Background: an optimization exercise with open tools, aiming at small area, a short achievable clock period and few clock cycles per item. Do not read the settings as production practice. RTL that was checked went through simulation tests only; none was proved equivalent to the original.

Setup of JK:
Design tiny_encryption_algorithm, start of the top module:
module tiny_encryption_algorithm(
    input              clk,         
    input              rst_n,       
    input              key_valid,   
    input              ptxt_valid,  
    input      [63:0]  ptxt,        
    input      [127:0] key,         
    output     [63:0]  ctxt,        
    output reg         ctxt_ready   
);
clock: 9.5 ns
lec_check: 0
abc_area: 1
cap_margin: 20
core_margin: 2
core_utilization: 40
cts_buf_list: sky130_fd_sc_hd__clkbuf_4 sky130_fd_sc_hd__clkbuf_8
setup_slack_margin: 5
slew_margin: 20
standard.sh (not shown) runs the stock make flow with config.mk's settings and CLKGATE_MAP_FILE= SYNTH_SCRIPT=/design/flow/synth_recipe.tcl, a recipe that flattens the netlist after the stock synthesis.
==> flow/flow/run.sh <==
#!/bin/bash
set -euo pipefail
bash standard.sh "BUFFER_PORTS_ARGS=-buffer_cell sky130_fd_sc_hd__buf_1" finish > standard_flow.log 2>&1
JK completed; timing, DRC and antenna clean
The inputs of MS differ from those of JK as listed below.
Settings: ABC_AREA changed from 1 to 0.
==> flow/flow/run.sh <==
#!/bin/bash
set -euo pipefail
args=()
while IFS= read -r line; do
  [[ -z "$line" || "$line" == \#* ]] && continue
  args+=("$line")
done < flow/make_vars.txt
bash standard.sh "${args[@]}" finish > standard_flow.log 2>&1
==> flow/flow/make_vars.txt (new file) <==
BUFFER_PORTS_ARGS=-buffer_cell sky130_fd_sc_hd__buf_1
Results
- JK → MS: detail-routed net length per standard cell went up about 20%; global-route usage saw a decrease; xor and xnor area share after synthesis increased by 5.9 points relative to the old numbers.
For AL, these inputs were changed with respect to MS:
Settings: ABC_AREA now 1, was 0.
==> flow/flow/make_vars.txt <==
BUFFER_PORTS_ARGS=-buffer_cell sky130_fd_sc_hd__buf_1
SETUP_SLACK_MARGIN=6
## What came out
- AL finished end to end and its layout was clean on timing, DRC and antenna.
- Looking at area overhead of the layout relative to synthesis, AL sits above MS.
- AL vs MS, largest family of logic cells by synthesized area: simple AND/OR/NAND/NOR gates vs multiplexers
- Compare AL and MS | share of the cycle needed by the critical path after routing higher: MS
> inputs changed (AL -> TR)
Settings: removing CTS_BUF_LIST (formerly sky130_fd_sc_hd__clkbuf_4 sky130_fd_sc_hd__clkbuf_8).
==> flow/run.sh (new file) <==
#!/bin/bash
# synth_recipe.tcl (not shown) runs the flow's synth.tcl, then flattens the netlist and writes it again
# the make line also repeats each setting of config.mk as NAME=value (left out here)
make -C /OpenROAD-flow-scripts/flow DESIGN_CONFIG=/design/flow/config.mk WORK_HOME=/design/flow/orfs CLKGATE_MAP_FILE= SYNTH_SCRIPT=/design/flow/synth_recipe.tcl finish
removed: flow/flow/run.sh
removed: flow/flow/make_vars.txt
removed: flow/standard.sh
Number of filler cells placed in the layout in TR is 115 lower than in AL
TR against AL: clock buffer count has decreased, final critical-path required period moved up, non-clock buffer instance count of the final layout went down by 8.0%.
In the flow results for AL and TR, the share of the final layout cell area in sequential cells is smaller on TR.
Beginning of the critical path: b[10]$_DFFE_PP_ -> AL, b[5]$_DFFE_PP_ -> TR
In the flow results for AL and TR, the via count is smaller on TR.
Comparing the two runs side by side, TR comes out behind AL on final instance area.
No functional check of the RTL was part of any run of this note.

build 96:
tiny_encryption_algorithm, a different RTL version from the one above (not shown whole).
Size: roughly 2100 cells after synthesis, roughly 230 flip-flops, roughly 260 I/O pins, about 16000 um2 of cells after synthesis.
==> flow/config.mk <==
export PLATFORM = sky130hd
export DESIGN_NAME = tiny_encryption_algorithm
export DESIGN_NICKNAME = tiny_encryption_algorithm
export VERILOG_FILES = /design/flow/design.v
export SDC_FILE = /design/flow/constraint.sdc
export NUM_CORES = 4
export LEC_CHECK = 0
export ABC_AREA = 1
export CAP_MARGIN = 20
export CORE_MARGIN = 2
export CORE_UTILIZATION = 40
export CTS_BUF_LIST = sky130_fd_sc_hd__clkbuf_8
export CTS_CLUSTER_DIAMETER = 60
export CTS_CLUSTER_SIZE = 12
export SETUP_SLACK_MARGIN = 5
export SLEW_MARGIN = 20
==> flow/constraint.sdc <==
create_clock -name core_clock -period 9.5 [get_ports {clk}]
set_input_delay 1.9000 -clock core_clock [delete_from_list [all_inputs] [get_ports {clk}]]
set_output_delay 1.9000 -clock core_clock [all_outputs]
set_load 0.01 [all_outputs]
run.sh (not shown) runs the stock make flow with config.mk's settings and CLKGATE_MAP_FILE= SYNTH_SCRIPT=/design/flow/synth_recipe.tcl, a recipe that flattens the netlist after the stock synthesis.
Stock flow here: none of the scripts above is used.
No stage failed in build 96, and the final checks on the layout all came back clean.
Testbench counts of build 96, summed over its fixed seeds: cycles 33,280, items 512.
Changes in build 45 relative to build 96:
==> flow/flow/run.sh (new file) <==
#!/bin/bash
set -euo pipefail
args=()
while IFS= read -r line; do
  [[ -z "$line" || "$line" == \#* ]] && continue
  args+=("$line")
done < flow/make_vars.txt
bash standard.sh "${args[@]}" finish > standard_flow.log 2>&1
==> flow/flow/make_vars.txt (new file) <==
BUFFER_PORTS_ARGS=-buffer_cell sky130_fd_sc_hd__buf_1
CTS_ARGS=-sink_clustering_enable -repair_clock_nets -sink_clustering_size 12 -sink_clustering_max_diameter 60 -buf_list sky130_fd_sc_hd__clkbuf_8 -dont_use_dummy_load
SETUP_SLACK_MARGIN=5.8
==> flow/standard.sh (new file) <==
#!/bin/bash
# synth_recipe.tcl (not shown) runs the flow's synth.tcl, then flattens the netlist and writes it again
# the make line also repeats each setting of config.mk as NAME=value (left out here)
make -C /OpenROAD-flow-scripts/flow DESIGN_CONFIG=/design/flow/config.mk WORK_HOME=/design/flow/orfs CLKGATE_MAP_FILE= SYNTH_SCRIPT=/design/flow/synth_recipe.tcl "${@:-finish}"
removed: flow/run.sh
Findings:
Per the final summary, build 45 finished and its layout is clean on timing, DRC and antenna. Build 45 vs build 96 on global-route usage: build 45 is the lower one. Looking at initial antenna violation count, build 45 sits 1 lower than build 96 does. Compared with build 96, placement density in the core of build 45 is lower. Relative to build 96, final worst-path cycle share has gone down in build 45.
Setup changes, build 45 to build 24
-- flow/flow/make_vars.txt --
<<< build 45, line 3
SETUP_SLACK_MARGIN=5.8
>>> build 24, line 3
SETUP_SLACK_MARGIN=6.2
## What came out
Build 45 → build 24: routed length on met2 climbed about 8%, routed wire length went up 6.6%, count of different cell masters after synthesis closely matched the old numbers.
Build 24 against build 45: worst path buffer plus inverter count +2, summed area of non-filler cells in the final layout climbed about 9%, total global-route track usage climbed 1.3 points.
Minimum clock period: lower on build 24
Across both runs, layout net count was higher for build 24 than for build 45.
Changes in build 65 relative to build 24:
-- flow/flow/make_vars.txt --
<<< build 24, line 3
SETUP_SLACK_MARGIN=6.2
>>> build 65, line 3
SETUP_SLACK_MARGIN=5.5
Diff build 24 -> build 65: sum of buffers and inverters on the critical path shrank by 2; setup slack shrank by 0.28 ns; proportion of cell area occupied by registers grew by 3.1 points; first-pass GRT wire length shrank by 4.1 mm.
[inputs] build 88 vs build 65
-- flow/flow/make_vars.txt --
<<< build 65, line 3
SETUP_SLACK_MARGIN=5.5
>>> build 88, line 3
- The register fraction of the total cell area of build 65 and that of build 88 are within noise of each other.
- For wire length of the first global-routing pass, build 88 and build 65 come out practically identical.
- | post-layout instance area | build 88 vs build 65 | ≈ equal |
- In build 88 the period utilization turned out 0.25 points higher than in build 65.
- Taking build 65 as the reference, in build 88 utilization after layout was more or less identical; number of signal-net buffers in the layout lost about 0.37%.
- Build 88 against build 65; wire length on met1 is down slightly.
- From build 65 to build 88 the numbers moved as follows: critical path depth lower, total area of multi-input combinational cells stayed essentially flat, clock net sink count flat.
- edfxtp_1 as the cell at the slowest stage of the critical path was reported by build 65, and buf_4 by build 88.

-- what the ideal ports hide --
Ports are ideal in the flow. The routed layouts listed here were re-timed in OpenROAD.
Step 1, drivers: a clkbuf_16 drives clk and a buf_2 each remaining input, both assumed.
Step 2, shift: input delay + t, output delay - t, t = (earliest + latest rising clock arrival at the registers) / 2. This alone moves slack from input paths to output paths.
Three values: no drivers, after step 1, after step 2; two values: the first two.
run | shift t [ns] | slack for setup (ns) | hold WS [ns] | worst slew at a driven data input, ns
JK | 0.628 | 5.201 / 5.201 / 4.993 | 0.418 / 0.418 / 0.418 | 0.05
MS | 0.602 | 4.088 / 4.088 / 4.088 | 0.452 / 0.452 / 0.452 | 0.06
AL | 0.635 | 5.175 / 5.175 / 5.141 | 0.404 / 0.404 / 0.404 | 0.05
TR | 0.594 | 5.100 / 5.100 / 4.642 | 0.420 / 0.420 / 0.420 | 0.05
build 96 | 0.661 | 5.610 / 5.561 / 5.697 | 0.451 / 0.451 / 0.451 | 0.07
build 45 | 0.641 | 6.051 / 6.002 / 6.026 | 0.447 / 0.447 / 0.447 | 0.06
build 24 | 0.651 | 6.089 / 6.037 / 6.038 | 0.448 / 0.448 / 0.448 | 0.06
build 65 | 0.626 | 5.807 / 5.807 / 5.807 | 0.417 / 0.417 / 0.417 | 0.06
build 88 | 0.625 | 5.783 / 5.783 / 5.783 | 0.417 / 0.417 / 0.417 | 0.06
After both steps setup and hold are still met in every run listed. For TR, which loses most, drivers alone change the setup slack by 0.000 ns; drivers and shift together by -0.458 ns.
